What follows belongs to an exercise in optimizing a design on an open flow for small area; a production flow would make more cautious choices. Only simulation tests tie the RTL to the original design; equivalence was not proved. Power figures rest on the tool's default switching activity, not on a simulated workload.

### flow/design.v
`timescale 1ns/100ps
module cmd_server(
    input               SYS_CLK,
    input               SYS_RST,
    input               PULSE_2KHZ,
    input       [31:0]  OPB_DI,
    output      [31:0]  OPB_DO,
    output      [31:0]  OPB_ADDR,
    output              OPB_RE,
    output              OPB_WE,
    output              UART_TXD,
    input               UART_RXD
);
    reg  [4:0]  c_lo;
    reg  [4:0]  c_hi;
    wire        lo_end  = &c_lo;
    wire        hi_last = c_hi[4] & c_hi[3] & c_hi[1];      
    wire        bit_end = lo_end & hi_last;
    always @(posedge SYS_CLK or posedge SYS_RST) begin
        if (SYS_RST) begin
            c_lo <= 5'd0;
            c_hi <= 5'd0;
        end else begin
            c_lo <= c_lo + 5'd1;
            if (lo_end)
                c_hi <= hi_last ? 5'd0 : c_hi + 5'd1;
        end
    end
    reg         pulse_q;
    always @(posedge SYS_CLK)
        pulse_q <= PULSE_2KHZ;
    wire        tick = PULSE_2KHZ & ~pulse_q;
    reg  [3:0]  rx_ph;
    reg  [3:0]  rx_byte;
    reg         rx_sel;
    reg         typ;             
    reg         bad;
    reg  [7:0]  tcnt;
    wire        rx_idle  = (rx_ph == 4'd14);
    wire        rx_data  = ~rx_ph[3];
    wire        win      = rx_sel ? (c_hi == 5'd0) : (c_hi == 5'd13);
    wire        win_end  = win & lo_end;
    wire        in_hdr   = (rx_byte == 4'd15);
    wire        in_tail  = (rx_byte == 4'd8);
    wire [7:0]  HDR      = 8'h5A;
    wire        mism     = (rx_ph[2:0] == 3'd0) ? (in_tail & (UART_RXD == typ))
                                                : (UART_RXD ^ HDR[rx_ph[2:0]] ^ in_tail);
    wire        bad_now  = bad | ((in_hdr | in_tail) & mism);
    wire        byte_end = win_end & (rx_ph == 4'd7);
    wire        tmo      = tcnt[7] & tcnt[6] & tcnt[3];     
    wire        fire     = byte_end & in_tail & ~bad_now;
    always @(posedge SYS_CLK or posedge SYS_RST) begin
        if (SYS_RST) begin
            rx_ph   <= 4'd14;
            rx_byte <= 4'd15;
        end else begin
            if (rx_idle) begin
                if (!UART_RXD)
                    rx_ph <= 4'd15;
            end else if (win_end) begin
                rx_ph <= (rx_ph == 4'd8) ? 4'd14 : rx_ph + 4'd1;
            end
            if (tmo)
                rx_byte <= 4'd15;
            else if (byte_end) begin
                if (in_hdr)
                    rx_byte <= bad_now ? 4'd14 : 4'd0;
                else if (in_tail)
                    rx_byte <= 4'd15;
                else if (rx_byte != 4'd14)
                    rx_byte <= rx_byte + 4'd1;
            end
        end
    end
    always @(posedge SYS_CLK) begin
        if (rx_idle && !UART_RXD)
            rx_sel <= (c_hi >= 5'd7) && (c_hi <= 5'd20);
        if (win_end) begin
            if (rx_ph == 4'd15)
                bad <= 1'b0;
            else if (rx_data)
                bad <= bad_now;
            if (in_hdr && rx_ph == 4'd0)
                typ <= UART_RXD;
        end
        if (in_hdr)
            tcnt <= 8'd0;
        else if (tick)
            tcnt <= tcnt + 8'd1;
    end
    assign OPB_WE = fire & ~typ;
    assign OPB_RE = fire & typ;
    reg         re_d;
    always @(posedge SYS_CLK)
        re_d <= OPB_RE;
    reg  [3:0]  tx_byte;
    reg  [3:0]  tx_ph;
    reg  [31:0] ra;
    reg  [31:0] rd;
    wire [4:0]  j   = in_hdr ? {tx_byte[1:0], tx_ph[2:0]} : {rx_byte[1:0], rx_ph[2:0]};
    wire        jm  = (c_lo == j);
    wire        wr  = win & jm & rx_data & ~rx_byte[3];
    wire [31:0] a_out;
    wire [31:0] d_out;
    wire [31:0] di_ring;
    genvar g;
    generate
        for (g = 0; g < 32; g = g + 1) begin : map
            localparam integer JO = (62 - g) % 32;
            localparam integer JL = (32 - g) % 32;
            assign a_out[8 * (3 - JO / 8) + JO % 8]   = ra[g];
            assign d_out[8 * (3 - JO / 8) + JO % 8]   = rd[g];
            assign di_ring[g] = OPB_DI[8 * (3 - JL / 8) + JL % 8];
        end
    endgenerate
    assign OPB_ADDR = a_out;
    assign OPB_DO   = d_out;
    always @(posedge SYS_CLK) begin
        ra <= {ra[30:0], (wr & ~rx_byte[2]) ? UART_RXD : ra[31]};
        rd <= {rd[30:0], (wr & rx_byte[2]) ? (UART_RXD & ~typ) : rd[31]} | (di_ring & {32{re_d}});
    end
    reg  [8:0]  pcnt;
    reg         ping_mode;
    reg         ping_pend;
    reg         ans_pend;
    wire        ping_due = tick & ping_mode & (pcnt[7:0] == 8'd249);
    always @(posedge SYS_CLK or posedge SYS_RST) begin
        if (SYS_RST) begin
            pcnt      <= 9'd0;
            ping_mode <= 1'b1;
        end else begin
            if (tick)
                pcnt <= (pcnt == 9'd499) ? 9'd0 : pcnt + 9'd1;
            if (fire)
                ping_mode <= 1'b0;
        end
    end
    reg         src_ping;
    reg         txd;
    reg         pf;
    wire        tx_idle = (tx_byte == 4'd9);
    wire [2:0]  k       = tx_ph[2:0];
    wire        eff_typ = typ & ~src_ping;
    wire [7:0]  TAIL    = 8'hA5;
    reg  [7:0]  ping_b;
    always @(*) begin
        case (tx_byte[2:0])
            3'd0:    ping_b = 8'hAA;
            3'd1:    ping_b = 8'hBB;
            3'd2:    ping_b = 8'hCC;
            3'd3:    ping_b = 8'hDD;
            3'd4:    ping_b = 8'h11;
            3'd5:    ping_b = 8'h22;
            3'd6:    ping_b = 8'h33;
            default: ping_b = 8'h44;
        endcase
    end
    wire        dbit = (tx_byte == 4'd15) ? (HDR[k] | ((k == 3'd0) & eff_typ)) :
                       (tx_byte == 4'd8)  ? (TAIL[k] & ~((k == 3'd0) & eff_typ)) :
                       src_ping           ? ping_b[k] : pf;
    wire        nbit = (tx_ph == 4'd15) ? 1'b0 : tx_ph[3] ? 1'b1 : dbit;
    always @(posedge SYS_CLK)
        if (jm)
            pf <= tx_byte[2] ? rd[31] : ra[31];
    always @(posedge SYS_CLK or posedge SYS_RST) begin
        if (SYS_RST) begin
            tx_byte   <= 4'd9;
            tx_ph     <= 4'd15;
            txd       <= 1'b1;
            ping_pend <= 1'b0;
            ans_pend  <= 1'b0;
        end else begin
            if (ping_due)
                ping_pend <= 1'b1;
            if (fire)
                ans_pend <= 1'b1;
            if (bit_end) begin
                if (tx_idle) begin
                    if (ping_pend || ans_pend) begin
                        tx_byte <= 4'd15;
                        if (ping_pend)
                            ping_pend <= 1'b0;
                        else
                            ans_pend <= 1'b0;
                    end
                end else begin
                    txd <= nbit;
                    if (tx_ph == 4'd8) begin
                        tx_ph   <= 4'd15;
                        tx_byte <= (tx_byte == 4'd8) ? 4'd9 : tx_byte + 4'd1;
                    end else begin
                        tx_ph <= tx_ph + 4'd1;
                    end
                end
            end
        end
    end
    always @(posedge SYS_CLK)
        if (bit_end && tx_idle && (ping_pend || ans_pend))
            src_ping <= ping_pend;
    assign UART_TXD = txd;
endmodule
### flow/run.sh
#!/bin/bash
# synth_recipe.tcl (not shown) runs the flow's synth.tcl, then flattens the netlist and writes it again
# the make line also repeats each setting of config.mk as NAME=value (left out here)
make -C /OpenROAD-flow-scripts/flow DESIGN_CONFIG=/design/flow/config.mk WORK_HOME=/design/flow/orfs CLKGATE_MAP_FILE= SYNTH_SCRIPT=/design/flow/synth_recipe.tcl finish
### flow/config.mk
export PLATFORM = sky130hd
export DESIGN_NAME = cmd_server
export DESIGN_NICKNAME = cmd_server
export VERILOG_FILES = /design/flow/design.v
export SDC_FILE = /design/flow/constraint.sdc
export NUM_CORES = 4
export LEC_CHECK = 0
export CAP_MARGIN = 20
export CORE_MARGIN = 2
export CORE_UTILIZATION = 75
export CTS_BUF_LIST = sky130_fd_sc_hd__clkbuf_4
export CTS_CLUSTER_DIAMETER = 100
export CTS_CLUSTER_SIZE = 40
export PLACE_DENSITY = 0.85
export SLEW_MARGIN = 20
### flow/constraint.sdc
create_clock -name core_clock -period 10.0 [get_ports {SYS_CLK}]
set_input_delay 2.0000 -clock core_clock [delete_from_list [all_inputs] [get_ports {SYS_CLK}]]
set_output_delay 2.0000 -clock core_clock [all_outputs]
set_load 0.01 [all_outputs]
==> results of run 1 <==
Yosys cell counts, types with 2 or more instances:
library cell / count / area, um^2
dfstp_2: 15 / 394
clkbuf_1: 10 / 37.5
nand2b_1: 4 / 25.0
a21boi_0: 3 / 22.5
and2_1: 2 / 12.5
a21o_1: 32 / 240
nor2b_1: 5 / 31.3
o21ai_0: 22 / 110
ha_1: 23 / 288
and4_1: 2 / 17.5
o211ai_1: 4 / 30.0
or2_2: 2 / 12.5
nor3_1: 10 / 50.1
o22ai_1: 2 / 12.5
edfxtp_1: 5 / 150
nand4b_1: 2 / 17.5
xor2_1: 9 / 78.8
mux2i_1: 5 / 50.1
nand3_1: 13 / 65.1
nand4_1: 12 / 75.1
nor2_1: 36 / 135
xnor2_1: 12 / 105
nand2_1: 28 / 105
a21oi_1: 19 / 95.1
dfrtp_1: 24 / 601
o21a_1: 5 / 37.5
or3_1: 3 / 18.8
nor4_1: 6 / 37.5
a211oi_1: 3 / 22.5
inv_1: 23 / 86.3
and3_1: 6 / 37.5
o31ai_1: 3 / 22.5
mux2_2: 5 / 56.3
nand3b_1: 3 / 22.5
dfxtp_1: 74 / 1480
a31oi_1: 6 / 37.5
buf_2: 4 / 20.0
logic make-up after synthesis:
family	Yosys count	synth area share (%)
compound gates	110	15.2
mux	10	2.20
simple gates	141	15.1
buf+inv	39	3.29
flops	118	54.4
xor+xnor	21	3.81
fa+ha+maj	23	5.96
==> results by group, run 1 <==
Die
  – Chip height: 84.2 um
  – Number of I/O pins: 103
  – Initial Utilization: 76.9%
  – Row count: 29
  – Die W: 84.2 um

Logic synthesis
  – Mapped Cells: 462
  – Mapped Avg Cell Area: 10.4 um^2
  – Yosys reg bits: 118
  – Post-synth EDFFs: 5
  – Post-synth top flop: dfxtp_1
  – Synthesis Warnings: 1
  – Mapped Area: 4830 um^2
  – Sequential-to-total area share from yosys stat: 54.4%
  – Asr flop ratio synth: 33.1%
  – Syn_nets: 521
  – Netlist cell types: 57

Outcome
  – Fail Step: global placement
  – Status: did not finish
  – Run Error: [ERROR GPL-0301] Utilization 100.202 % exceeds 100%.

Place
  – IO Port Bufs: 102
==> run 2: changes to the inputs <==
--- a/flow/config.mk
+++ b/flow/config.mk
@@ -8,8 +8,5 @@
 export CAP_MARGIN = 20
 export CORE_MARGIN = 2
-export CORE_UTILIZATION = 75
+export CORE_UTILIZATION = 60
 export CTS_BUF_LIST = sky130_fd_sc_hd__clkbuf_4
-export CTS_CLUSTER_DIAMETER = 100
-export CTS_CLUSTER_SIZE = 40
-export PLACE_DENSITY = 0.85
 export SLEW_MARGIN = 20
==> results by group, run 2 <==
Outcome
  – Status: complete, no violations

Timing
  – Peak Freq: 0.158 GHz
  – Final period util: 63.3%
  – TNS Setup: 0 ps
  – Unrepaired setup endpoints after global routing: false
  – Slew @ Worst Pin: 889 ps
  – Max-slew violations: 0
  – Max_slew headroom: 40.6%
  – Final hold violations: 0
  – Fin crit period: 6330 ps
  – # setup viols final: 0
  – Clock Skew: 24.4 ps

Logic synthesis
  – Yosys reg bits: 118 (unchanged)
  – Netlist cell types: 57 (unchanged)
  – Mapped Cells: 462 (unchanged)
  – Adder-cell area share of the yosys netlist: 5.96% (unchanged)
  – Post-synth top flop: dfxtp_1
  – Count leader, synth: dfxtp_1
  – Synth area leaders: dfxtp_1 (31%), dfrtp_1 (12%), dfstp_2 (8.2%), ha_1 (6.0%), a21o_1 (5.0%)
  – Top cells by count, synth: dfxtp_1 (74), nor2_1 (36), a21o_1 (32)
  – Syn_nets: 521 (unchanged)
  – Mapped Avg Cell Area: 10.4 um^2 (unchanged)
  – Cell accounting for the most synthesized area: dfxtp_1
  – Mapped Area: 4830 um^2 (unchanged)
  – Asr flop ratio synth: 33.1% (unchanged)
  – Synth Area in Simple Gates: 15.1% (unchanged)
  – Post-synth EDFFs: 5 (unchanged)
  – Top-area cell type share of the netlist area: 30.7% (unchanged)
  – Compound-Gate Fraction of Synth Area: 15.2% (unchanged)
  – Sequential-to-total area share from yosys stat: 54.4% (unchanged)
  – Combinational family with the most area after synthesis: compound AO/OA/AOI/OAI gates
  – Mux cell area share after synthesis: 2.20% (unchanged)
  – Synth Area in XOR/XNOR: 3.81% (unchanged)
  – Synthesis Warnings: 1 (unchanged)

Clock network
  – Post-CTS setup buffer count: 0
  – Clk buf depth: 2
  – Worst skew pair latency: 520 ps
  – Reg clk slew, reported paths: 120 ps
  – Post-cts gate resize count: 0
  – Clock sink total: 118
  – Root buffer cell: clkbuf_4
  – CTS buffer count: 17
  – # hold bufs at CTS: 0
  – TritonCTS clock tree: built
  – Htree depth: 4

Critical path
  – Top cell by count, worst path: clkdlybuf4s50_1
  – CP max-delay cell: clkdlybuf4s50_1
  – Worst EP required: 8000 ps
  – CP arrival: 4330 ps
  – Crit start category: input port
  – Buf+Inv Stages, Crit Path: 2
  – Critical path's largest stage delay: 580 ps
  – Maximum fanout along the worst path: 7
  – CP endpoint kind: output port
  – CP delay by family, top: buffers and inverters
  – Worst-path cell chain: clkdlybuf4s50_1 > xnor2_1 > o21a_1 > o21ai_0 > a21oi_1 > nor3_1 > clkdlybuf4s50_1
  – Critical path class: in -> out

Die
  – Core ar.: 7770 um^2
  – Number of I/O pins: 103 (unchanged)
  – Die W: 93.7 um (+11%)
  – Die footprint: 8780 um^2
  – Chip height: 93.7 um (+11%)
  – Initial Utilization: 62.1% (-15 points)
  – Row count: 32 (+10%)

Place
  – Final Wtd Congestion: 0.881
  – Placed instance count: 651
  – IO Port Bufs: 102 (unchanged)
  – Placed Area: 5910 um^2
  – Hpwl dp: 7450 um

Layout
  – Multi-input logic area: 2040 um^2
  – FF/Latch Area: 2630 um^2
  – Post-layout util: 79.5%
  – Ratio of cells with drive above 1 in the final layout: 10.5%
  – Fill count: 531
  – Area delta synth->final: 27.9%
  – Biggest regs: ra x32, rd x32, pcnt x9
  – Most frequent cells in the layout: clkdlybuf4s50_1 (102), dfxtp_1 (73), nor2_1 (36)
  – Post-Layout Cell Count: 683
  – NumNets Final: 627
  – Commonest non-fill, non-tap cell in the layout: clkdlybuf4s50_1
  – Fin area: 6170 um^2
  – Antenna cells: 0

Job
  – Max Cap Viol: 0

Drt
  – Router iterations before antenna repair: 4
  – Vias: 3755
  – DRC Markers: 0
  – Vias per cell: 5.50
  – Post-DRT Antenna Nets: 0
  – Initial DRC count: 250
  – Wirelength per Cell: 15.0 um
  – Final WL: 10200 um

Global routing
  – Total congestion overflow: 0
  – Initial antenna violation count: 0
  – GRT Overall Usage: 24.1%
  – Vias in the first global route: 3653
  – First-pass GRT wire length: 16600 um
  – Largest net degree at the start of global routing: 34

Power and ir drop
  – Worst vdd ir: 0.108 mV
  – Power per cell area: 150 nW/um^2
  – Leakage: 2.65 nW
  – Tot Pwr: 0.923 mW

Hold path
  – Type of the worst min-delay path: reg -> reg
[run 2: kinds of logic (layout without fill, tap and decap cells)]
group / Yosys count / count (layout)
and+or+nand+nor: 141 / 141
DFF: 118 / 118
AOI/OAI and AO/OA: 110 / 110
buffers and inverters: 39 / 158
adders and majority gates: 23 / 23
xor gates and xnor gates: 21 / 21
muxes: 10 / 10
[run 2: path summary, 6_finish.rpt]
check / cells after the start / from / slack (ps) / end
worst max-delay path: 7 / UART_RXD / 3670 / OPB_RE
worst min register to register: 0 / ra[23] / 340 / ra[24]
max in group asynchronous: 3 / SYS_RST / 7380 / ping_mode
min in group asynchronous: 2 / SYS_RST / 1820 / c_hi[0]
worst max register to register: 8 / c_lo[1] / 7240 / rx_byte[1]
worst min-delay path: 0 / ra[23] / 340 / ra[24]
[run 2: final cells by class]
| cell class | instances | share of cell area (%) |
|---|---|---|
| timing repair buffer | 103 | 16.7 |
| inverter | 23 | 1.40 |
| sequential | 118 | 42.6 |
| tap | 102 | 2.07 |
| clock inverter | 14 | 2.07 |
| clock buffer | 18 | 2.19 |
| multi-input combinational | 305 | 33.1 |
[run 2: where the power goes]
group	leakage, nW	internal [mW]	switching (mW)
combinational	1.41	0.0457	0.0307
sequential	1.11	0.502	0.0257
clock	0.139	0.128	0.191
total	2.65	0.676	0.247
[run 2: per-layer routing]
metal  GRT usage (%)  share of wire [%]
met2            39.4                 49
met1            30.3                 44
met4            8.45                1.3
met3            7.38                6.3
met5               0                  0
[run 2: worst register-to-register path, cell delays in order (launching register included)]
cell and delay (ps):
dfrtp_1 440, ha_1 210, and3_1 170, ha_1 410, inv_1 140, a211o_2 390
or4_4 590, nor3_1 210, a22oi_1 110
[run 2: per-stage QoR]
stage                     setup slack, ps  hold WS, ps
after floorplan                      4930          382
final                                3670          343
after global routing                 3540          363
after CTS                            3690          345
after global placement               3760          333
after detailed placement             3700          338
==> run 3: changes to the inputs <==
--- a/flow/config.mk
+++ b/flow/config.mk
@@ -8,5 +8,5 @@
 export CAP_MARGIN = 20
 export CORE_MARGIN = 2
-export CORE_UTILIZATION = 60
-export CTS_BUF_LIST = sky130_fd_sc_hd__clkbuf_4
+export CORE_UTILIZATION = 65
+export CTS_BUF_LIST = sky130_fd_sc_hd__clkbuf_8
 export SLEW_MARGIN = 20
==> results by group, run 3 <==
Layout
  – Ratio of cells with drive above 1 in the final layout: 10.5% (unchanged)
  – Fill count: 328 (-38%)
  – Commonest non-fill, non-tap cell in the layout: clkdlybuf4s50_1
  – Most frequent cells in the layout: clkdlybuf4s50_1 (102), dfxtp_1 (73), nor2_1 (36)
  – FF/Latch Area: 2630 um^2 (unchanged)
  – Area delta synth->final: 31.6%
  – NumNets Final: 627 (unchanged)
  – Biggest regs: ra x32, rd x32, pcnt x9
  – Post-Layout Cell Count: 680 (-0.44%)
  – Multi-input logic area: 2040 um^2 (unchanged)
  – Antenna cells: 0 (unchanged)

Clock network
  – Clock sink total: 118 (unchanged)
  – CTS buffer count: 17 (unchanged)
  – Htree depth: 4 (unchanged)
  – Worst skew pair latency: 430 ps (-90 ps)
  – Post-CTS setup buffer count: 0 (unchanged)
  – Post-cts gate resize count: 0 (unchanged)
  – Root buffer cell: clkbuf_8
  – Clk buf depth: 2 (unchanged)
  – # hold bufs at CTS: 0 (unchanged)
  – Reg clk slew, reported paths: 80 ps (-40 ps)
  – TritonCTS clock tree: built

Global routing
  – Initial antenna violation count: 0 (unchanged)
  – Total congestion overflow: 0 (unchanged)
  – First-pass GRT wire length: 21500 um (+29%)
  – GRT Overall Usage: 33.6% (+9.4 points)
  – Largest net degree at the start of global routing: 40 (+18%)
  – Vias in the first global route: 4192 (+15%)

Logic synthesis
  – Cell accounting for the most synthesized area: dfxtp_1
  – Top cells by count, synth: dfxtp_1 (74), nor2_1 (36), a21o_1 (32)
  – Top-area cell type share of the netlist area: 30.7% (unchanged)
  – Mapped Cells: 462 (unchanged)
  – Syn_nets: 521 (unchanged)
  – Netlist cell types: 57 (unchanged)
  – Sequential-to-total area share from yosys stat: 54.4% (unchanged)
  – Post-synth top flop: dfxtp_1
  – Mapped Area: 4830 um^2 (unchanged)
  – Asr flop ratio synth: 33.1% (unchanged)
  – Count leader, synth: dfxtp_1
  – Post-synth EDFFs: 5 (unchanged)
  – Yosys reg bits: 118 (unchanged)
  – Synth area leaders: dfxtp_1 (31%), dfrtp_1 (12%), dfstp_2 (8.2%), ha_1 (6.0%), a21o_1 (5.0%)
  – Mapped Avg Cell Area: 10.4 um^2 (unchanged)
  – Synthesis Warnings: 1 (unchanged)

Timing
  – Unrepaired setup endpoints after global routing: false
  – Clock Skew: 11.0 ps (-13.4 ps)
  – # setup viols final: 0 (unchanged)
  – Final period util: 64.4% (+1.1 points)
  – Fin crit period: 6440 ps (+110 ps)
  – Max-slew violations: 0 (unchanged)
  – Slew @ Worst Pin: 941 ps (+51.7 ps)
  – Final hold violations: 0 (unchanged)
  – Min Hold Slack: 346 ps (+3.59 ps)
  – Max_slew headroom: 37.1% (-3.5 points)
  – Peak Freq: 0.155 GHz (-1.7%)
  – TNS Setup: 0 ps (unchanged)

Die
  – Number of I/O pins: 103 (unchanged)
  – Core ar.: 7210 um^2 (-7.1%)
  – Chip height: 90.2 um (-3.8%)
  – Die W: 90.2 um (-3.8%)
  – Row count: 31 (-3.1%)
  – Initial Utilization: 66.9% (+4.8 points)
  – Die footprint: 8130 um^2 (-7.4%)

Place
  – Placed instance count: 648 (-0.46%)
  – IO Port Bufs: 102 (unchanged)
  – Final Wtd Congestion: 0.882 (about the same)
  – Hpwl dp: 8280 um (+11%)

Critical path
  – CP arrival: 4440 ps (+110 ps)
  – Maximum fanout along the worst path: 7 (unchanged)
  – Crit start category: input port
  – Setup slack, reg-to-reg: 7230 ps (about the same)
  – CP endpoint kind: output port
  – Critical path class: in -> out
  – Worst EP required: 8000 ps (about the same)

Power and ir drop
  – Leakage: 2.74 nW (+3.4%)
  – Power per cell area: 173 nW/um^2 (+16%)
  – Worst vdd ir: 0.126 mV (+17%)

Drt
  – DRC Markers: 0 (unchanged)
  – Initial DRC count: 332 (+33%)
  – Post-DRT Antenna Nets: 0 (unchanged)
  – Vias per cell: 5.85 (+6.4%)
  – Wirelength per Cell: 19.6 um (+31%)
  – Vias: 3978 (+5.9%)
  – Final WL: 13300 um (+30%)
  – Router iterations before antenna repair: 5 (+1)

Outcome
  – Status: complete, no violations

Job
  – Max Cap Viol: 0 (unchanged)

Hold path
  – Type of the worst min-delay path: reg -> reg
[run 3: metal layers]
layer | share of wire, % | GRT usage, %
met5 | 0 | 0
met4 | 2.1 | 11.7
met3 | 8.8 | 11.9
met2 | 50 | 57.2
met1 | 39 | 39.3
[run 3: worst max-delay path, stage by stage]
cell and delay [ps]:
clkdlybuf4s50_1 540, xnor2_1 180, o21a_1 170, o21ai_0 490, a21oi_1 240, nor3_1 240, clkdlybuf4s50_1 580
[run 3: where the power goes]
| part | switching (mW) | leakage (nW) | internal [mW] | total [mW] |
|---|---|---|---|---|
| Clock | 0.202 | 0.229 | 0.284 | 0.486 |
| Sequential | 0.0289 | 1.11 | 0.502 | 0.531 |
| Combinational | 0.0350 | 1.41 | 0.0460 | 0.0810 |
| Total | 0.266 | 2.74 | 0.832 | 1.10 |
[run 3: area by class of cell]
cell class                 count  area share [%]
clock inverter                13            2.84
clock buffer                  19            4.12
timing repair buffer         103            16.2
sequential                   118            41.4
inverter                      23            1.36
tap                           99            1.95
multi-input combinational    305            32.1
[run 3: logic make-up (layout without fill, tap and decap cells)]
group / Yosys count / in the layout / synth area share (%)
XOR/XNOR: 21 / 21 / 3.81
AO/OA/AOI/OAI: 110 / 110 / 15.2
flip-flops: 118 / 118 / 54.4
adder cells (fa/ha/maj): 23 / 23 / 5.96
buffers and inverters: 39 / 158 / 3.29
multiplexers: 10 / 10 / 2.20
AND/OR/NAND/NOR: 141 / 141 / 15.1
[run 3: worst paths after layout]
kind,startpoint,to,cells after the start
max,UART_RXD,OPB_RE,7
min reg2reg,ra[30],ra[31],0
max in group asynchronous,SYS_RST,txd,3
min in group asynchronous,SYS_RST,pcnt[5],3
max reg2reg,rx_byte[1],ra[0],6
min,ra[30],ra[31],0
[run 3: metrics by stage]
step / instance area [um^2] / util (%) / power, mW / worst slack [ps]
6_report: 6350 / 88.0 / 1.10 / 3560
5_1_grt: 6350 / 88.0 / 1.14 / 3370
4_1_cts: 6350 / 88.0 / 1.10 / 3580
3_5_place_dp: 5910 / 81.9 / 0.617 / 3580
3_3_place_gp: 5910 / 81.9 / 0.610 / 3820
2_1_floorplan: 4830 / - / 0.574 / 4930
==> run 4: changes to the inputs <==
--- a/flow/config.mk
+++ b/flow/config.mk
@@ -8,5 +8,4 @@
 export CAP_MARGIN = 20
 export CORE_MARGIN = 2
-export CORE_UTILIZATION = 65
-export CTS_BUF_LIST = sky130_fd_sc_hd__clkbuf_8
+export CORE_UTILIZATION = 40
 export SLEW_MARGIN = 20
==> results by group, run 4 <==
Logic synthesis
  – Yosys reg bits: 118 (unchanged)
  – Netlist cell types: 57 (unchanged)
  – Count leader, synth: dfxtp_1
  – Synth Area in XOR/XNOR: 3.81% (unchanged)
  – Synth area leaders: dfxtp_1 (31%), dfrtp_1 (12%), dfstp_2 (8.2%), ha_1 (6.0%), a21o_1 (5.0%)
  – Cell accounting for the most synthesized area: dfxtp_1
  – Syn_nets: 521 (unchanged)
  – Asr flop ratio synth: 33.1% (unchanged)
  – Mapped Cells: 462 (unchanged)
  – Top cells by count, synth: dfxtp_1 (74), nor2_1 (36), a21o_1 (32)
  – Post-synth EDFFs: 5 (unchanged)
  – Synth Area in Simple Gates: 15.1% (unchanged)
  – Mux cell area share after synthesis: 2.20% (unchanged)
  – Sequential-to-total area share from yosys stat: 54.4% (unchanged)
  – Post-synth top flop: dfxtp_1
  – Mapped Area: 4830 um^2 (unchanged)
  – Compound-Gate Fraction of Synth Area: 15.2% (unchanged)
  – Synthesis Warnings: 1 (unchanged)
  – Adder-cell area share of the yosys netlist: 5.96% (unchanged)
  – Combinational family with the most area after synthesis: compound AO/OA/AOI/OAI gates
  – Mapped Avg Cell Area: 10.4 um^2 (unchanged)
  – Top-area cell type share of the netlist area: 30.7% (unchanged)

Clock network
  – Clock sink total: 118 (unchanged)
  – TritonCTS clock tree: built
  – # hold bufs at CTS: 0 (unchanged)
  – CTS buffer count: 17 (unchanged)
  – Post-cts gate resize count: 0 (unchanged)
  – Clk buf depth: 2 (unchanged)
  – Reg clk slew, reported paths: 50 ps (-30 ps)
  – Worst skew pair latency: 410 ps (-20 ps)
  – Htree depth: 4 (unchanged)
  – Post-CTS setup buffer count: 0 (unchanged)
  – Root buffer cell: clkbuf_16

Drt
  – DRC Markers: 0 (unchanged)
  – Initial DRC count: 185 (-44%)
  – Vias: 3703 (-6.9%)
  – Vias per cell: 5.08 (-13%)
  – Post-DRT Antenna Nets: 0 (unchanged)
  – Router iterations before antenna repair: 4 (-1)
  – Final WL: 10800 um (-19%)
  – Wirelength per Cell: 14.8 um (-24%)

Critical path
  – CP endpoint kind: output port
  – Worst EP required: 8000 ps (about the same)
  – CP arrival: 4370 ps (-70 ps)
  – Setup slack, reg-to-reg: 7260 ps (+30 ps)
  – Critical path class: in -> out
  – Crit start category: input port
  – Maximum fanout along the worst path: 7 (unchanged)
  – Worst r2r src: c_lo[1]
  – Worst setup path start: UART_RXD

Layout
  – Multi-input logic area: 2040 um^2 (unchanged)
  – Fill count: 1052 (+220%)
  – Most frequent cells in the layout: clkdlybuf4s50_1 (102), dfxtp_1 (73), nor2_1 (36)
  – Commonest non-fill, non-tap cell in the layout: clkdlybuf4s50_1
  – Ratio of cells with drive above 1 in the final layout: 10.8% (+0.33 points)
  – Area delta synth->final: 35.5%
  – Antenna cells: 0 (unchanged)
  – NumNets Final: 628 (+0.16%)
  – FF/Latch Area: 2630 um^2 (unchanged)
  – Biggest regs: ra x32, rd x32, pcnt x9

Timing
  – Final hold violations: 0 (unchanged)
  – Clock Skew: 5.28 ps (-5.75 ps)
  – # setup viols final: 0 (unchanged)
  – Peak Freq: 0.157 GHz (+1.1%)
  – Max_slew headroom: 42.0% (+4.9 points)
  – Min Hold Slack: 346 ps (-0.559 ps)
  – Slew @ Worst Pin: 863 ps (-77.8 ps)
  – Final period util: 63.7% (-0.68 points)
  – Fin crit period: 6370 ps (-68.4 ps)
  – Max-slew violations: 0 (unchanged)
  – TNS Setup: 0 ps (unchanged)
  – Unrepaired setup endpoints after global routing: false
  – Worst setup margin: 3630 ps (+68.4 ps)

Power and ir drop
  – Clock power share: 48.4% (+4.1 points)
  – Seq pwr share: 45.0% (-3.3 points)
  – Leakage: 2.80 nW (+2.0%)
  – Switching share of power: 24.5% (+0.28 points)
  – Worst vdd ir: 0.128 mV (+1.3%)
  – P_int: 0.888 mW (+6.7%)
  – Combinational power share: 6.6% (-0.8 points)
  – Power per cell area: 180 nW/um^2 (+3.9%)
  – P_sw: 0.288 mW (+8.3%)
  – Tot Pwr: 1.18 mW (+7.1%)

Die
  – Die W: 114 um (+26%)
  – Initial Utilization: 40.5% (-26 points)
  – Chip height: 114 um (+26%)
  – Core ar.: 11900 um^2 (+65%)
  – Number of I/O pins: 103 (unchanged)
  – Row count: 40 (+29%)
  – Die footprint: 13000 um^2 (+59%)

Global routing
  – Largest net degree at the start of global routing: 40 (unchanged)
  – Vias in the first global route: 3710 (-11%)
  – Total congestion overflow: 0 (unchanged)
  – GRT Overall Usage: 17.6% (-16 points)
  – First-pass GRT wire length: 17900 um (-17%)
  – Initial antenna violation count: 0 (unchanged)

Outcome
  – Status: complete, no violations

Hold path
  – Type of the worst min-delay path: reg -> reg
  – Worst hold start: ra[29]

Place
  – Hpwl dp: 7790 um (-5.9%)
  – Final Wtd Congestion: 0.852 (-3.4%)
  – IO Port Bufs: 102 (unchanged)
  – Setup WS pre-CTS: 3660 ps (+76.4 ps)

Job
  – Max Cap Viol: 0 (unchanged)
-- run 4: metrics by stage --
step	cell area [um^2]	std cells	utilization [%]
after global routing	6540	729	54.9
after global placement	5970	697	50.1
final	6540	729	54.9
after floorplan	4830	462	-
after detailed placement	5970	697	50.1
after CTS	6540	729	54.9
-- run 4: cell families after synthesis --
logic type | after synthesis
adders and majority gates | 23
muxes | 10
AOI/OAI and AO/OA | 110
and+or+nand+nor | 141
xor gates and xnor gates | 21
DFF | 118
buffers and inverters | 39
-- run 4: critical path, stage by stage --
cell and delay (ps):
clkdlybuf4s50_1 550, xnor2_1 190, o21a_1 170, o21ai_0 400, a21oi_1 220, nor3_1 250, clkdlybuf4s50_1 600
-- run 4: layout make-up --
type / count / area share, %
Timing Repair Buffer: 104 / 15.8
Inverter: 23 / 1.32
Multi-Input combinational cell: 305 / 31.2
Clock inverter: 13 / 1.70
Clock buffer: 19 / 6.94
Tap cell: 147 / 2.81
Sequential cell: 118 / 40.2
-- run 4: metal layers --
metal	part of all wire (%)	track usage [%]	vias to the layer above
met5	0	0	-
met4	1.8	6.50	0
met3	4.0	6.11	15
met2	50	29.4	62
met1	44	20.9	1771
li1	-	-	1855
-- run 4: power by group through the flow --
stage | sequential [mW] | combinational (mW) | clock, mW
floorplan | 0.535 | 0.0384 | 0
global placement | 0.536 | 0.0765 | 0
detailed placement | 0.538 | 0.0782 | 0
CTS | 0.528 | 0.0788 | 0.585
global route | 0.533 | 0.0873 | 0.610
finish | 0.529 | 0.0773 | 0.570
-- run 4: path summary, 6_finish.rpt --
path                       cells after the start    endpoint
max                                            7      OPB_RE
min                                            0      ra[30]
max reg2reg                                    8  rx_byte[1]
min reg2reg                                    0      ra[30]
max in group asynchronous                      3  rx_byte[2]
min in group asynchronous                      3     c_hi[1]
==> run 5: changes to the inputs <==
==> flow/flow/run.sh (new file) <==
#!/bin/bash
# Own layout flow: the standard flow (standard.sh, unchanged synthesis), with
# - port buffers of the smallest buffer cell (buf_1) instead of the default pick;
# - a clock tree of clkbuf_4 buffers without dummy loads.
# Each tool's full output is in the ORFS logs under orfs/logs; make's own output in flow_make.log.
set -euo pipefail
bash standard.sh \
  "BUFFER_PORTS_ARGS=-buffer_cell sky130_fd_sc_hd__buf_1" \
  "CTS_ARGS=-sink_clustering_enable -repair_clock_nets -buf_list sky130_fd_sc_hd__clkbuf_4 -dont_use_dummy_load" \
  finish > flow_make.log 2>&1
==> flow/standard.sh (new file) <==
#!/bin/bash
# synth_recipe.tcl (not shown) runs the flow's synth.tcl, then flattens the netlist and writes it again
# the make line also repeats each setting of config.mk as NAME=value (left out here)
make -C /OpenROAD-flow-scripts/flow DESIGN_CONFIG=/design/flow/config.mk WORK_HOME=/design/flow/orfs CLKGATE_MAP_FILE= SYNTH_SCRIPT=/design/flow/synth_recipe.tcl "${@:-finish}"
--- a/flow/config.mk
+++ b/flow/config.mk
@@ -8,4 +8,4 @@
 export CAP_MARGIN = 20
 export CORE_MARGIN = 2
-export CORE_UTILIZATION = 40
+export CORE_UTILIZATION = 60
 export SLEW_MARGIN = 20
removed: flow/run.sh
==> results by group, run 5 <==
Clock network
  – Clock sink total: 118 (unchanged)
  – Root buffer cell: clkbuf_4
  – Htree depth: 4 (unchanged)
  – Reg clk slew, reported paths: 120 ps (+70 ps)
  – CTS buffer count: 17 (unchanged)
  – Worst skew pair latency: 500 ps (+90 ps)
  – Post-CTS setup buffer count: 0 (unchanged)
  – Post-cts gate resize count: 0 (unchanged)
  – # hold bufs at CTS: 0 (unchanged)
  – TritonCTS clock tree: built
  – Clk buf depth: 2 (unchanged)

Global routing
  – Vias in the first global route: 3385 (-8.8%)
  – First-pass GRT wire length: 15400 um (-14%)
  – Total congestion overflow: 0 (unchanged)
  – Largest net degree at the start of global routing: 34 (-15%)
  – GRT Overall Usage: 22.4% (+4.9 points)
  – Initial antenna violation count: 0 (unchanged)

Die
  – Number of I/O pins: 103 (unchanged)
  – Die W: 93.7 um (-18%)
  – Initial Utilization: 62.1% (+22 points)
  – Row count: 32 (-20%)
  – Core ar.: 7770 um^2 (-35%)
  – Chip height: 93.7 um (-18%)
  – Die footprint: 8780 um^2 (-32%)

Layout
  – Commonest non-fill, non-tap cell in the layout: buf_1
  – NumNets Final: 627 (-0.16%)
  – Biggest regs: ra x32, rd x32, pcnt x9
  – Ratio of cells with drive above 1 in the final layout: 8.48% (-2.3 points)
  – Area delta synth->final: 11.9%
  – FF/Latch Area: 2630 um^2 (unchanged)
  – Most frequent cells in the layout: buf_1 (102), dfxtp_1 (73), nor2_1 (36)
  – Fill count: 633 (-40%)
  – Multi-input logic area: 2040 um^2 (unchanged)
  – Fin area: 5400 um^2 (-17%)
  – Antenna cells: 0 (unchanged)

Place
  – Final Wtd Congestion: 0.916 (+7.5%)
  – Hpwl dp: 6950 um (-11%)
  – Placed Area: 5270 um^2 (-12%)
  – IO Port Bufs: 102 (unchanged)

Power and ir drop
  – P_sw: 0.196 mW (-32%)
  – Seq pwr share: 65.7% (+21 points)
  – Switching share of power: 24.4% (-0.12 points)
  – P_int: 0.608 mW (-32%)
  – Combinational power share: 7.4% (+0.8 points)
  – Power per cell area: 149 nW/um^2 (-17%)
  – Tot Pwr: 0.804 mW (-32%)
  – Worst vdd ir: 0.121 mV (-5.9%)
  – Leakage: 2.34 nW (-16%)
  – Clock power share: 26.9% (-22 points)

Drt
  – DRC Markers: 0 (unchanged)
  – Router iterations before antenna repair: 4 (unchanged)
  – Post-DRT Antenna Nets: 0 (unchanged)
  – Vias per cell: 5.54 (+9.1%)
  – Wirelength per Cell: 14.2 um (-4.1%)
  – Final WL: 9510 um (-12%)
  – Vias: 3701 (-0.054%)
  – Initial DRC count: 237 (+28%)

Timing
  – Slew @ Worst Pin: 928 ps (+65.3 ps)
  – # setup viols final: 0 (unchanged)
  – Final period util: 55.8% (-7.8 points)
  – Clock Skew: 38.7 ps (+33.5 ps)
  – Peak Freq: 0.179 GHz (+14%)
  – Max-slew violations: 0 (unchanged)
  – Fin crit period: 5580 ps (-784 ps)
  – Final hold violations: 0 (unchanged)
  – Max_slew headroom: 37.6% (-4.4 points)
  – TNS Setup: 0 ps (unchanged)
  – Unrepaired setup endpoints after global routing: false

Logic synthesis
  – Cell accounting for the most synthesized area: dfxtp_1
  – Asr flop ratio synth: 33.1% (unchanged)
  – Top cells by count, synth: dfxtp_1 (74), nor2_1 (36), a21o_1 (32)
  – Netlist cell types: 57 (unchanged)
  – Synth area leaders: dfxtp_1 (31%), dfrtp_1 (12%), dfstp_2 (8.2%), ha_1 (6.0%), a21o_1 (5.0%)
  – Syn_nets: 521 (unchanged)
  – Synthesis Warnings: 1 (unchanged)
  – Mapped Area: 4830 um^2 (unchanged)
  – Sequential-to-total area share from yosys stat: 54.4% (unchanged)
  – Post-synth top flop: dfxtp_1
  – Mapped Cells: 462 (unchanged)
  – Top-area cell type share of the netlist area: 30.7% (unchanged)
  – Yosys reg bits: 118 (unchanged)
  – Post-synth EDFFs: 5 (unchanged)
  – Mapped Avg Cell Area: 10.4 um^2 (unchanged)
  – Count leader, synth: dfxtp_1

Outcome
  – Status: complete, no violations

Hold path
  – Type of the worst min-delay path: reg -> reg
  – Hold Path Cell Cnt: 0 (unchanged)
  – Worst hold start: ra[21]
  – Hold Path Sink: ra[22]

Critical path
  – Setup slack, reg-to-reg: 7260 ps (about the same)
  – Worst r2r src: c_lo[1]
  – Crit Reg-Reg Endpoint: rx_byte[1]
  – Reg2Reg Depth: 8 (unchanged)
  – Crit start category: input port
  – CP endpoint kind: output port
  – Worst EP required: 8000 ps (about the same)
  – CP arrival: 3580 ps (-790 ps)
  – Maximum fanout along the worst path: 7 (unchanged)
  – Critical path class: in -> out

Job
  – Max Cap Viol: 0 (unchanged)
## run 5: cell count changes in the layout (fill, tap and decap cells not counted), sizes merged
cell           delta
clkinvlp          -1
clkdlybuf4s50   -102
inv               -9
clkbuf            -2
buf             +101
clkinv            -3
## run 5: area by class of cell
| cell class | count | area share [%] |
|---|---|---|
| timing repair buffer | 103 | 7.23 |
| sequential | 118 | 48.7 |
| inverter | 23 | 1.60 |
| multi-input combinational | 305 | 37.8 |
| tap | 102 | 2.36 |
| clock buffer | 17 | 2.36 |
## run 5: power by group through the flow
stage	combinational [mW]	clock, mW	sequential (mW)
CTS	0.0611	0.224	0.527
global route	0.0683	0.243	0.532
global placement	0.0572	0	0.536
detailed placement	0.0608	0	0.537
floorplan	0.0384	0	0.535
finish	0.0598	0.216	0.528
## run 5: kinds of logic (layout without fill, tap and decap cells)
kind of cell | count (synthesis) | after routing | synth area share, %
AOI/OAI and AO/OA | 110 | 110 | 15.2
xor gates and xnor gates | 21 | 21 | 3.81
adders and majority gates | 23 | 23 | 5.96
buffers and inverters | 39 | 143 | 3.29
DFF | 118 | 118 | 54.4
muxes | 10 | 10 | 2.20
and+or+nand+nor | 141 | 141 | 15.1
## run 5: through the flow
| step | hold WS, ps | std cells | utilization [%] | worst slack, ps |
|---|---|---|---|---|
| global placement | 333 | 651 | 67.9 | 4510 |
| floorplan | 382 | 462 | - | 4930 |
| detailed placement | 335 | 651 | 67.9 | 4440 |
| CTS | 326 | 668 | 69.5 | 4430 |
| finish | 328 | 668 | 69.5 | 4420 |
| global route | 340 | 668 | 69.5 | 4200 |
## run 5: how the worst max path moves through the flow
stage,slack (ps),start,end,cells past startpoint
after floorplan,4930,UART_RXD,OPB_RE,5
after global placement,4510,UART_RXD,OPB_RE,7
after detailed placement,4440,UART_RXD,OPB_RE,7
after CTS,4430,UART_RXD,OPB_RE,7
after global routing,4200,UART_RXD,OPB_RE,7
final,4420,UART_RXD,OPB_RE,7
## run 5: routing by layer
metal	routed length (um)	vias up	track usage, %
li1	-	1835	-
met1	4360	1749	29.4
met2	4540	106	35.4
met3	507	11	6.98
met4	110	0	7.73
met5	0	-	0
## run 5: critical path: stages
cell     delay, ps
buf_1          270
xnor2_1        110
o21a_1         170
o21ai_0        400
a21oi_1        230
nor3_1         230
buf_1          180
==> run 6: changes to the inputs <==
--- a/flow/flow/run.sh
+++ b/flow/flow/run.sh
@@ -7,4 +7,4 @@
 bash standard.sh \
   "BUFFER_PORTS_ARGS=-buffer_cell sky130_fd_sc_hd__buf_1" \
-  "CTS_ARGS=-sink_clustering_enable -repair_clock_nets -buf_list sky130_fd_sc_hd__clkbuf_4 -dont_use_dummy_load" \
+  "CTS_ARGS=-sink_clustering_enable -repair_clock_nets -buf_list sky130_fd_sc_hd__clkbuf_8 -sink_clustering_size 40 -sink_clustering_max_diameter 150 -dont_use_dummy_load" \
   finish > flow_make.log 2>&1
==> results by group, run 6 <==
Die
  – Number of I/O pins: 103 (unchanged)
  – Row count: 32 (unchanged)
  – Initial Utilization: 62.1% (unchanged)
  – Core ar.: 7770 um^2 (unchanged)
  – Die footprint: 8780 um^2 (unchanged)
  – Chip height: 93.7 um (unchanged)
  – Die W: 93.7 um (unchanged)

Logic synthesis
  – Combinational family with the most area after synthesis: compound AO/OA/AOI/OAI gates
  – Cell accounting for the most synthesized area: dfxtp_1
  – Netlist cell types: 57 (unchanged)
  – Synth Area in Simple Gates: 15.1% (unchanged)
  – Post-synth top flop: dfxtp_1
  – Synth Area in XOR/XNOR: 3.81% (unchanged)
  – Count leader, synth: dfxtp_1
  – Top cells by count, synth: dfxtp_1 (74), nor2_1 (36), a21o_1 (32)
  – Top-area cell type share of the netlist area: 30.7% (unchanged)
  – Synth area leaders: dfxtp_1 (31%), dfrtp_1 (12%), dfstp_2 (8.2%), ha_1 (6.0%), a21o_1 (5.0%)
  – Compound-Gate Fraction of Synth Area: 15.2% (unchanged)
  – Syn_nets: 521 (unchanged)
  – Mapped Cells: 462 (unchanged)
  – Mapped Avg Cell Area: 10.4 um^2 (unchanged)
  – Post-synth EDFFs: 5 (unchanged)
  – Mux cell area share after synthesis: 2.20% (unchanged)
  – Adder-cell area share of the yosys netlist: 5.96% (unchanged)
  – Mapped Area: 4830 um^2 (unchanged)
  – Asr flop ratio synth: 33.1% (unchanged)
  – Yosys reg bits: 118 (unchanged)
  – Sequential-to-total area share from yosys stat: 54.4% (unchanged)
  – Synthesis Warnings: 1 (unchanged)

Global routing
  – First-pass GRT wire length: 15400 um (+0.45%)
  – GRT Overall Usage: 22.6% (+0.13 points)
  – Total congestion overflow: 0 (unchanged)
  – Vias in the first global route: 3388 (+0.089%)
  – Largest net degree at the start of global routing: 34 (unchanged)
  – Initial antenna violation count: 0 (unchanged)

Drt
  – Post-DRT Antenna Nets: 0 (unchanged)
  – Initial DRC count: 218 (-8.0%)
  – Wirelength per Cell: 14.4 um (+1.2%)
  – Vias per cell: 5.55 (+0.22%)
  – Vias: 3709 (+0.22%)
  – DRC Markers: 0 (unchanged)
  – Router iterations before antenna repair: 5 (+1)
  – Final WL: 9630 um (+1.2%)

Power and ir drop
  – Power per cell area: 161 nW/um^2 (+8.1%)
  – Seq pwr share: 59.7% (-6.0 points)
  – Combinational power share: 6.8% (-0.6 points)
  – P_int: 0.680 mW (+12%)
  – Switching share of power: 23.2% (-1.1 points)
  – Leakage: 2.39 nW (+1.9%)
  – Worst vdd ir: 0.140 mV (+16%)
  – Clock power share: 33.6% (+6.7 points)
  – P_sw: 0.206 mW (+5.1%)

Clock network
  – Htree depth: 4 (unchanged)
  – Post-CTS setup buffer count: 0 (unchanged)
  – CTS buffer count: 17 (unchanged)
  – Reg clk slew, reported paths: 60 ps (-60 ps)
  – TritonCTS clock tree: built
  – Root buffer cell: clkbuf_8
  – Clk buf depth: 2 (unchanged)
  – # hold bufs at CTS: 0 (unchanged)
  – Worst skew pair latency: 410 ps (-90 ps)
  – Post-cts gate resize count: 0 (unchanged)
  – Clock sink total: 118 (unchanged)

Timing
  – Max_slew headroom: 37.3% (-0.29 points)
  – # setup viols final: 0 (unchanged)
  – Peak Freq: 0.179 GHz (-0.26%)
  – TNS Setup: 0 ps (unchanged)
  – Clock Skew: 24.2 ps (-14.6 ps)
  – Unrepaired setup endpoints after global routing: false
  – Slew @ Worst Pin: 933 ps (+4.35 ps)
  – Max-slew violations: 0 (unchanged)
  – Worst setup margin: 4400 ps (-14.6 ps)
  – Final hold violations: 0 (unchanged)
  – Fin crit period: 5600 ps (+14.6 ps)
  – Final period util: 56.0% (+0.15 points)

Outcome
  – Status: complete, no violations

Job
  – Max Cap Viol: 0 (unchanged)

Hold path
  – Type of the worst min-delay path: reg -> reg

Layout
  – Biggest regs: ra x32, rd x32, pcnt x9
  – Fin area: 5510 um^2 (+2.0%)
  – Most frequent cells in the layout: buf_1 (102), dfxtp_1 (73), nor2_1 (36)
  – Antenna cells: 0 (unchanged)
  – Post-Layout Cell Count: 668 (unchanged)
  – Post-layout util: 70.9% (+1.4 points)
  – Commonest non-fill, non-tap cell in the layout: buf_1
  – Ratio of cells with drive above 1 in the final layout: 8.48% (unchanged)
  – NumNets Final: 627 (unchanged)
  – Area delta synth->final: 14.1%

Critical path
  – Buf+Inv Stages, Crit Path: 2 (unchanged)
  – CP max-delay cell: o21ai_0
  – Crit start category: input port
  – CP endpoint kind: output port
  – Maximum fanout along the worst path: 7 (unchanged)
  – Worst-path cell chain: buf_1 > xnor2_1 > o21a_1 > o21ai_0 > a21oi_1 > nor3_1 > buf_1
  – CP arrival: 3600 ps (+20 ps)
  – Critical path class: in -> out
  – Worst EP required: 8000 ps (about the same)
  – CP delay by family, top: compound AO/OA/AOI/OAI gates
  – Top cell by count, worst path: buf_1
  – Critical path's largest stage delay: 400 ps (about the same)

Place
  – Hpwl dp: 6950 um (unchanged)
  – Placed instance count: 651 (unchanged)
  – IO Port Bufs: 102 (unchanged)
  – Setup WS pre-CTS: 4440 ps (unchanged)
  – Final Wtd Congestion: 0.916 (unchanged)
  – Placed Area: 5270 um^2 (unchanged)
==> run 6: cell type report <==
type                    count  area, um^2
inverters                  23        86.3
well taps                 102         128
repair buffers            103         390
flip-flops and latches    118        2630
multi-input cells         305        2040
clock buffers              17         234
fillers                   613        2260
==> run 6: worst paths after layout <==
check	slack [ps]	start	depth (start not counted)	to
setup / recovery	4400	UART_RXD	7	OPB_RE
hold / removal	340	ra[29]	0	ra[30]
setup reg to reg	7290	c_lo[1]	7	rx_byte[3]
hold reg to reg	340	ra[29]	0	ra[30]
max in group asynchronous	7640	SYS_RST	3	rx_ph[2]
min in group asynchronous	1580	SYS_RST	2	tx_byte[2]
==> run 6: routing by layer <==
| metal | track usage [%] | vias to the layer above | wire length, um |
|---|---|---|---|
| met3 | 6.66 | 15 | 501 |
| met4 | 8.09 | 0 | 127 |
| met2 | 35.8 | 110 | 4560 |
| li1 | - | 1832 | - |
| met1 | 29.5 | 1752 | 4440 |
| met5 | 0 | - | 0 |
==> run 6: power groups by stage <==
stage | combinational [mW] | clock, mW | sequential, mW
floorplan | 0.0384 | 0 | 0.535
global placement | 0.0572 | 0 | 0.536
detailed placement | 0.0608 | 0 | 0.537
CTS | 0.0611 | 0.305 | 0.528
global route | 0.0684 | 0.324 | 0.533
finish | 0.0600 | 0.297 | 0.529
==> run 6: stage by stage <==
step | total power [mW] | hold WS (ps)
after floorplan | 0.574 | 382
after global placement | 0.593 | 333
after detailed placement | 0.598 | 335
after CTS | 0.895 | 337
after global routing | 0.925 | 342
final | 0.886 | 336
==> run 6: cell families after synthesis <==
group / count (synthesis)
buf+inv: 39
compound gates: 110
xor+xnor: 21
simple gates: 141
fa+ha+maj: 23
flops: 118
mux: 10
==> run 7: changes to the inputs <==
--- a/flow/flow/run.sh
+++ b/flow/flow/run.sh
@@ -7,4 +7,4 @@
 bash standard.sh \
   "BUFFER_PORTS_ARGS=-buffer_cell sky130_fd_sc_hd__buf_1" \
-  "CTS_ARGS=-sink_clustering_enable -repair_clock_nets -buf_list sky130_fd_sc_hd__clkbuf_8 -sink_clustering_size 40 -sink_clustering_max_diameter 150 -dont_use_dummy_load" \
+  "CTS_ARGS=-repair_clock_nets -buf_list sky130_fd_sc_hd__clkbuf_8 -dont_use_dummy_load" \
   finish > flow_make.log 2>&1
==> results by group, run 7 <==
Outcome
  – Status: complete, no violations

Timing
  – Final period util: 56.0% (unchanged)
  – Max_slew headroom: 37.3% (unchanged)
  – Slew @ Worst Pin: 933 ps (unchanged)
  – Final hold violations: 0 (unchanged)
  – # setup viols final: 0 (unchanged)
  – TNS Setup: 0 ps (unchanged)
  – Peak Freq: 0.179 GHz (unchanged)
  – Clock Skew: 24.2 ps (unchanged)
  – Unrepaired setup endpoints after global routing: false
  – Fin crit period: 5600 ps (unchanged)
  – Max-slew violations: 0 (unchanged)

Clock network
  – Htree depth: 4 (unchanged)
  – TritonCTS clock tree: built
  – Post-CTS setup buffer count: 0 (unchanged)
  – Clock sink total: 118 (unchanged)
  – Worst skew pair latency: 410 ps (about the same)
  – # hold bufs at CTS: 0 (unchanged)
  – Post-cts gate resize count: 0 (unchanged)
  – Root buffer cell: clkbuf_8
  – Clk buf depth: 2 (unchanged)
  – CTS buffer count: 17 (unchanged)
  – Reg clk slew, reported paths: 60 ps (about the same)

Critical path
  – CP arrival: 3600 ps (about the same)
  – Crit start category: input port
  – CP endpoint kind: output port
  – Maximum fanout along the worst path: 7 (unchanged)
  – Critical path class: in -> out
  – Worst EP required: 8000 ps (about the same)

Power and ir drop
  – Power per cell area: 161 nW/um^2 (unchanged)
  – Tot Pwr: 0.886 mW (unchanged)
  – Leakage: 2.39 nW (unchanged)
  – Worst vdd ir: 0.140 mV (unchanged)

Place
  – Placed instance count: 651 (unchanged)
  – Placed Area: 5270 um^2 (unchanged)
  – IO Port Bufs: 102 (unchanged)
  – Hpwl dp: 6950 um (unchanged)
  – Final Wtd Congestion: 0.916 (unchanged)

Global routing
  – GRT Overall Usage: 22.6% (unchanged)
  – Largest net degree at the start of global routing: 34 (unchanged)
  – Initial antenna violation count: 0 (unchanged)
  – First-pass GRT wire length: 15400 um (unchanged)
  – Vias in the first global route: 3388 (unchanged)
  – Total congestion overflow: 0 (unchanged)

Drt
  – Vias: 3709 (unchanged)
  – Initial DRC count: 218 (unchanged)
  – DR WL met2: 4560 um (unchanged)
  – Wirelength per Cell: 14.4 um (unchanged)
  – Final WL: 9630 um (unchanged)
  – Vias per cell: 5.55 (unchanged)
  – Router iterations before antenna repair: 5 (unchanged)
  – DRC Markers: 0 (unchanged)
  – Met3 wire len: 501 um (unchanged)
  – Max Used Layer: met4
  – Post-DRT Antenna Nets: 0 (unchanged)
  – Met1 Wirelength: 4440 um (unchanged)

Layout
  – NumNets Final: 627 (unchanged)
  – Biggest regs: ra x32, rd x32, pcnt x9
  – Commonest non-fill, non-tap cell in the layout: buf_1
  – Most frequent cells in the layout: buf_1 (102), dfxtp_1 (73), nor2_1 (36)
  – Fill count: 613 (unchanged)
  – Antenna cells: 0 (unchanged)
  – Fin area: 5510 um^2 (unchanged)
  – Area delta synth->final: 14.1% (unchanged)
  – Post-Layout Cell Count: 668 (unchanged)
  – Ratio of cells with drive above 1 in the final layout: 8.48% (unchanged)

Logic synthesis
  – Mapped Cells: 462 (unchanged)
  – Yosys reg bits: 118 (unchanged)
  – Post-synth EDFFs: 5 (unchanged)
  – Sequential-to-total area share from yosys stat: 54.4% (unchanged)
  – Count leader, synth: dfxtp_1
  – Cell accounting for the most synthesized area: dfxtp_1
  – Asr flop ratio synth: 33.1% (unchanged)
  – Top cells by count, synth: dfxtp_1 (74), nor2_1 (36), a21o_1 (32)
  – Synth area leaders: dfxtp_1 (31%), dfrtp_1 (12%), dfstp_2 (8.2%), ha_1 (6.0%), a21o_1 (5.0%)
  – Mapped Area: 4830 um^2 (unchanged)
  – Mapped Avg Cell Area: 10.4 um^2 (unchanged)
  – Top-area cell type share of the netlist area: 30.7% (unchanged)
  – Synthesis Warnings: 1 (unchanged)
  – Post-synth top flop: dfxtp_1
  – Syn_nets: 521 (unchanged)
  – Netlist cell types: 57 (unchanged)

Die
  – Initial Utilization: 62.1% (unchanged)
  – Core ar.: 7770 um^2 (unchanged)
  – Die footprint: 8780 um^2 (unchanged)
  – Die W: 93.7 um (unchanged)
  – Chip height: 93.7 um (unchanged)
  – Row count: 32 (unchanged)
  – Number of I/O pins: 103 (unchanged)

Job
  – Max Cap Viol: 0 (unchanged)

Hold path
  – Type of the worst min-delay path: reg -> reg
==> run 7: cell counts in the layout (fill, tap and decap cells not counted) <==
Identical to the previous run, type by type.
==> run 7: worst max-delay path, cell delays in order <==
cell,delay [ps]
buf_1,270
xnor2_1,110
o21a_1,170
o21ai_0,400
a21oi_1,230
nor3_1,230
buf_1,180
==> run 7: final timing paths <==
check / start / endpoint / slack [ps] / cells after the start
max: UART_RXD / OPB_RE / 4400 / 7
min: ra[29] / ra[30] / 340 / 0
max reg2reg: c_lo[1] / rx_byte[3] / 7290 / 7
min reg2reg: ra[29] / ra[30] / 340 / 0
max in group asynchronous: SYS_RST / rx_ph[2] / 7640 / 3
min in group asynchronous: SYS_RST / tx_byte[2] / 1580 / 2
==> run 7: metrics by stage <==
stage / setup slack [ps] / util (%) / hold slack, ps
2_1_floorplan: 4930 / - / 382
3_3_place_gp: 4510 / 67.9 / 333
3_5_place_dp: 4440 / 67.9 / 335
4_1_cts: 4430 / 70.9 / 337
5_1_grt: 4190 / 70.9 / 342
6_report: 4400 / 70.9 / 336
==> run 7: cells by family (layout without fill, tap and decap cells) <==
group	count (synthesis)	in the layout	synth area share, %
flops	118	118	54.4
fa+ha+maj	23	23	5.96
simple gates	141	141	15.1
buf+inv	39	143	3.29
compound gates	110	110	15.2
xor+xnor	21	21	3.81
mux	10	10	2.20
==> run 7: cell type report <==
type	instances	area, um^2	area share, %
timing repair buffer	103	390	7.09
sequential	118	2630	47.7
inverter	23	86.3	1.57
clock buffer	17	234	4.25
tap	102	128	2.32
multi-input combinational	305	2040	37.1
==> run 7: power by group <==
part	switching, mW	internal, mW
clock	0.149	0.149
sequential	0.0261	0.503
combinational	0.0312	0.0287
total	0.206	0.680
==> run 7: routing by layer <==
metal	global-route usage [%]	vias up
met1	29.5	1752
met2	35.8	110
li1	-	1832
met5	0	-
met4	8.09	0
met3	6.66	15
==> run 8: changes to the inputs <==
--- a/flow/flow/run.sh
+++ b/flow/flow/run.sh
@@ -7,4 +7,4 @@
 bash standard.sh \
   "BUFFER_PORTS_ARGS=-buffer_cell sky130_fd_sc_hd__buf_1" \
-  "CTS_ARGS=-repair_clock_nets -buf_list sky130_fd_sc_hd__clkbuf_8 -dont_use_dummy_load" \
+  "CTS_ARGS=-sink_clustering_enable -repair_clock_nets -buf_list sky130_fd_sc_hd__clkbuf_4 -sink_clustering_size 25 -sink_clustering_max_diameter 100 -dont_use_dummy_load" \
   finish > flow_make.log 2>&1
--- a/flow/config.mk
+++ b/flow/config.mk
@@ -8,4 +8,4 @@
 export CAP_MARGIN = 20
 export CORE_MARGIN = 2
-export CORE_UTILIZATION = 60
+export CORE_UTILIZATION = 75
 export SLEW_MARGIN = 20
==> results by group, run 8 <==
Outcome
  – Status: complete, no violations

Place
  – Final Wtd Congestion: 0.901 (-1.6%)
  – Placed Area: 5240 um^2 (-0.59%)
  – IO Port Bufs: 102 (unchanged)
  – Hpwl dp: 8180 um (+18%)

Logic synthesis
  – Sequential-to-total area share from yosys stat: 54.4% (unchanged)
  – Top cells by count, synth: dfxtp_1 (74), nor2_1 (36), a21o_1 (32)
  – Top-area cell type share of the netlist area: 30.7% (unchanged)
  – Count leader, synth: dfxtp_1
  – Mapped Cells: 462 (unchanged)
  – Yosys reg bits: 118 (unchanged)
  – Synthesis Warnings: 1 (unchanged)
  – Synth area leaders: dfxtp_1 (31%), dfrtp_1 (12%), dfstp_2 (8.2%), ha_1 (6.0%), a21o_1 (5.0%)
  – Netlist cell types: 57 (unchanged)
  – Post-synth EDFFs: 5 (unchanged)
  – Syn_nets: 521 (unchanged)
  – Mapped Area: 4830 um^2 (unchanged)
  – Asr flop ratio synth: 33.1% (unchanged)
  – Post-synth top flop: dfxtp_1
  – Cell accounting for the most synthesized area: dfxtp_1
  – Mapped Avg Cell Area: 10.4 um^2 (unchanged)

Timing
  – Max_slew headroom: 36.7% (-0.69 points)
  – TNS Setup: 0 ps (unchanged)
  – Fin crit period: 5530 ps (-74.3 ps)
  – Final hold violations: 0 (unchanged)
  – Clock Skew: 51.5 ps (+27.3 ps)
  – Final period util: 55.3% (-0.74 points)
  – Max-slew violations: 0 (unchanged)
  – Slew @ Worst Pin: 943 ps (+10.2 ps)
  – Unrepaired setup endpoints after global routing: false
  – # setup viols final: 0 (unchanged)
  – Peak Freq: 0.181 GHz (+1.3%)

Layout
  – Area delta synth->final: 11.3%
  – Ratio of cells with drive above 1 in the final layout: 8.48% (unchanged)
  – Fill count: 342 (-44%)
  – Biggest regs: ra x32, rd x32, pcnt x9
  – Antenna cells: 0 (unchanged)
  – Fin area: 5370 um^2 (-2.5%)
  – Post-layout util: 85.5% (+15 points)
  – Multi-input logic area: 2040 um^2 (unchanged)
  – Commonest non-fill, non-tap cell in the layout: buf_1
  – Most frequent cells in the layout: buf_1 (102), dfxtp_1 (73), nor2_1 (36)
  – NumNets Final: 627 (unchanged)
  – FF/Latch Area: 2630 um^2 (unchanged)

Die
  – Number of I/O pins: 103 (unchanged)
  – Core ar.: 6280 um^2 (-19%)
  – Chip height: 84.2 um (-10%)
  – Row count: 29 (-9.4%)
  – Initial Utilization: 76.9% (+15 points)
  – Die W: 84.2 um (-10%)
  – Die footprint: 7090 um^2 (-19%)

Power and ir drop
  – P_int: 0.608 mW (-11%)
  – Worst vdd ir: 0.151 mV (+8.3%)
  – Switching share of power: 24.9% (+1.7 points)
  – Tot Pwr: 0.810 mW (-8.6%)
  – Seq pwr share: 65.2% (+5.5 points)
  – Leakage: 2.34 nW (-1.8%)
  – Combinational power share: 7.7% (+0.9 points)
  – Power per cell area: 151 nW/um^2 (-6.3%)
  – Clock power share: 27.1% (-6.5 points)
  – P_sw: 0.202 mW (-1.9%)

Clock network
  – Clk buf depth: 2 (unchanged)
  – Post-cts gate resize count: 0 (unchanged)
  – Worst skew pair latency: 520 ps (+110 ps)
  – Reg clk slew, reported paths: 100 ps (+40 ps)
  – Clock sink total: 118 (unchanged)
  – Root buffer cell: clkbuf_4
  – CTS buffer count: 17 (unchanged)
  – # hold bufs at CTS: 0 (unchanged)
  – Htree depth: 4 (unchanged)
  – TritonCTS clock tree: built
  – Post-CTS setup buffer count: 0 (unchanged)

Critical path
  – Maximum fanout along the worst path: 7 (unchanged)
  – Crit start category: input port
  – CP endpoint kind: output port
  – Critical path class: in -> out
  – Worst EP required: 8000 ps (about the same)
  – CP arrival: 3530 ps (-70 ps)

Drt
  – Wirelength per Cell: 17.9 um (+24%)
  – Vias per cell: 6.10 (+9.8%)
  – Initial DRC count: 257 (+18%)
  – Vias: 3921 (+5.7%)
  – Final WL: 11500 um (+20%)
  – Router iterations before antenna repair: 5 (unchanged)
  – Post-DRT Antenna Nets: 0 (unchanged)
  – DRC Markers: 0 (unchanged)

Global routing
  – Vias in the first global route: 3930 (+16%)
  – Initial antenna violation count: 0 (unchanged)
  – First-pass GRT wire length: 18400 um (+19%)
  – Total congestion overflow: 0 (unchanged)
  – Largest net degree at the start of global routing: 34 (unchanged)
  – GRT Overall Usage: 33.2% (+11 points)

Hold path
  – Type of the worst min-delay path: reg -> reg

Job
  – Max Cap Viol: 0 (unchanged)
-- run 8: cell count changes in the layout (fill, tap and decap cells not counted) --
| cell | previous run | this run |
|---|---|---|
| clkbuf_4 | 0 | 17 |
| clkbuf_8 | 17 | 0 |
-- run 8: cells by family after synthesis --
kind of cell | synth area share (%)
and+or+nand+nor | 15.1
DFF | 54.4
adders and majority gates | 5.96
muxes | 2.20
xor gates and xnor gates | 3.81
buffers and inverters | 3.29
AOI/OAI and AO/OA | 15.2
-- run 8: worst paths after layout --
check,start,to,slack (ps),depth (start not counted)
hold / removal,ra[2],ra[3],320,0
setup reg to reg,c_lo[1],rx_byte[1],7180,8
min in group asynchronous,SYS_RST,tx_byte[2],1500,2
max in group asynchronous,SYS_RST,rx_byte[0],7670,3
setup / recovery,UART_RXD,OPB_RE,4470,7
hold reg to reg,ra[2],ra[3],320,0
-- run 8: area by class of cell --
cell class | count | area share [%]
sequential | 118 | 48.9
multi-input combinational | 305 | 38.0
clock buffer | 17 | 2.38
inverter | 23 | 1.61
tap | 77 | 1.79
timing repair buffer | 103 | 7.27
-- run 8: per-layer routing --
metal  vias to the layer above  share of wire (%)  GRT usage [%]
met4                         0                2.2           12.8
met5                         -                  0              0
met1                      1861                 40           40.1
met2                       189                 50           56.2
met3                        26                7.7           10.1
li1                       1845                  -              -
-- run 8: stage by stage --
stage | hold slack, ps | setup slack, ps | instances
final | 321 | 4470 | 643
after global routing | 318 | 4260 | 643
after CTS | 321 | 4500 | 643
after detailed placement | 334 | 4520 | 626
after global placement | 335 | 4590 | 626
after floorplan | 382 | 4930 | 462
-- run 8: power groups by stage --
stage / clock network, mW / registers [mW] / logic, mW
floorplan: 0 / 0.535 / 0.0384
global placement: 0 / 0.535 / 0.0568
detailed placement: 0 / 0.537 / 0.0613
CTS: 0.220 / 0.528 / 0.0623
global route: 0.241 / 0.532 / 0.0705
finish: 0.220 / 0.528 / 0.0620
-- run 8: critical path, cell delays in order --
cell     delay, ps
buf_1          260
xnor2_1        110
o21a_1         170
o21ai_0        380
a21oi_1        210
nor3_1         220
buf_1          180

## static timing again, ports no longer ideal
The flow's constraints put no driver on any port. The routed layouts listed below were extracted and timed again, unchanged, in two steps.
Step 1 assumes that a clkbuf_16 drives the clock port and a buf_2 every other input.
Step 2 adds t to the input delays and takes it off the output delays; t is the mean of the earliest and latest rising clock arrival at the registers after step 1. Input paths then give back, and output paths get back, about the clock's delay inside the block.
a / b / c = ideal ports / drivers / drivers and shift; a / b = the first two.
run | shift t [ns] | setup slack, ns | hold slack, ns
run 2 | 0.538 | 3.673 / 3.646 / 3.646 | 0.343 / 0.343 / 0.343
run 3 | 0.457 | 3.563 / 3.539 / 3.539 | 0.346 / 0.346 / 0.346
run 4 | 0.446 | 3.631 / 3.609 / 3.609 | 0.346 / 0.346 / 0.346
run 5 | 0.508 | 4.415 / 4.378 / 4.378 | 0.328 / 0.328 / 0.328
run 6 | 0.432 | 4.400 / 4.364 / 4.364 | 0.336 / 0.336 / 0.336
run 7 | 0.432 | 4.400 / 4.364 / 4.364 | 0.336 / 0.336 / 0.336
run 8 | 0.524 | 4.475 / 4.451 / 4.451 | 0.321 / 0.321 / 0.321
After both steps setup and hold are still met in every run listed. For run 5, which loses most, drivers alone change the setup slack by -0.037 ns; drivers and shift together by -0.037 ns.
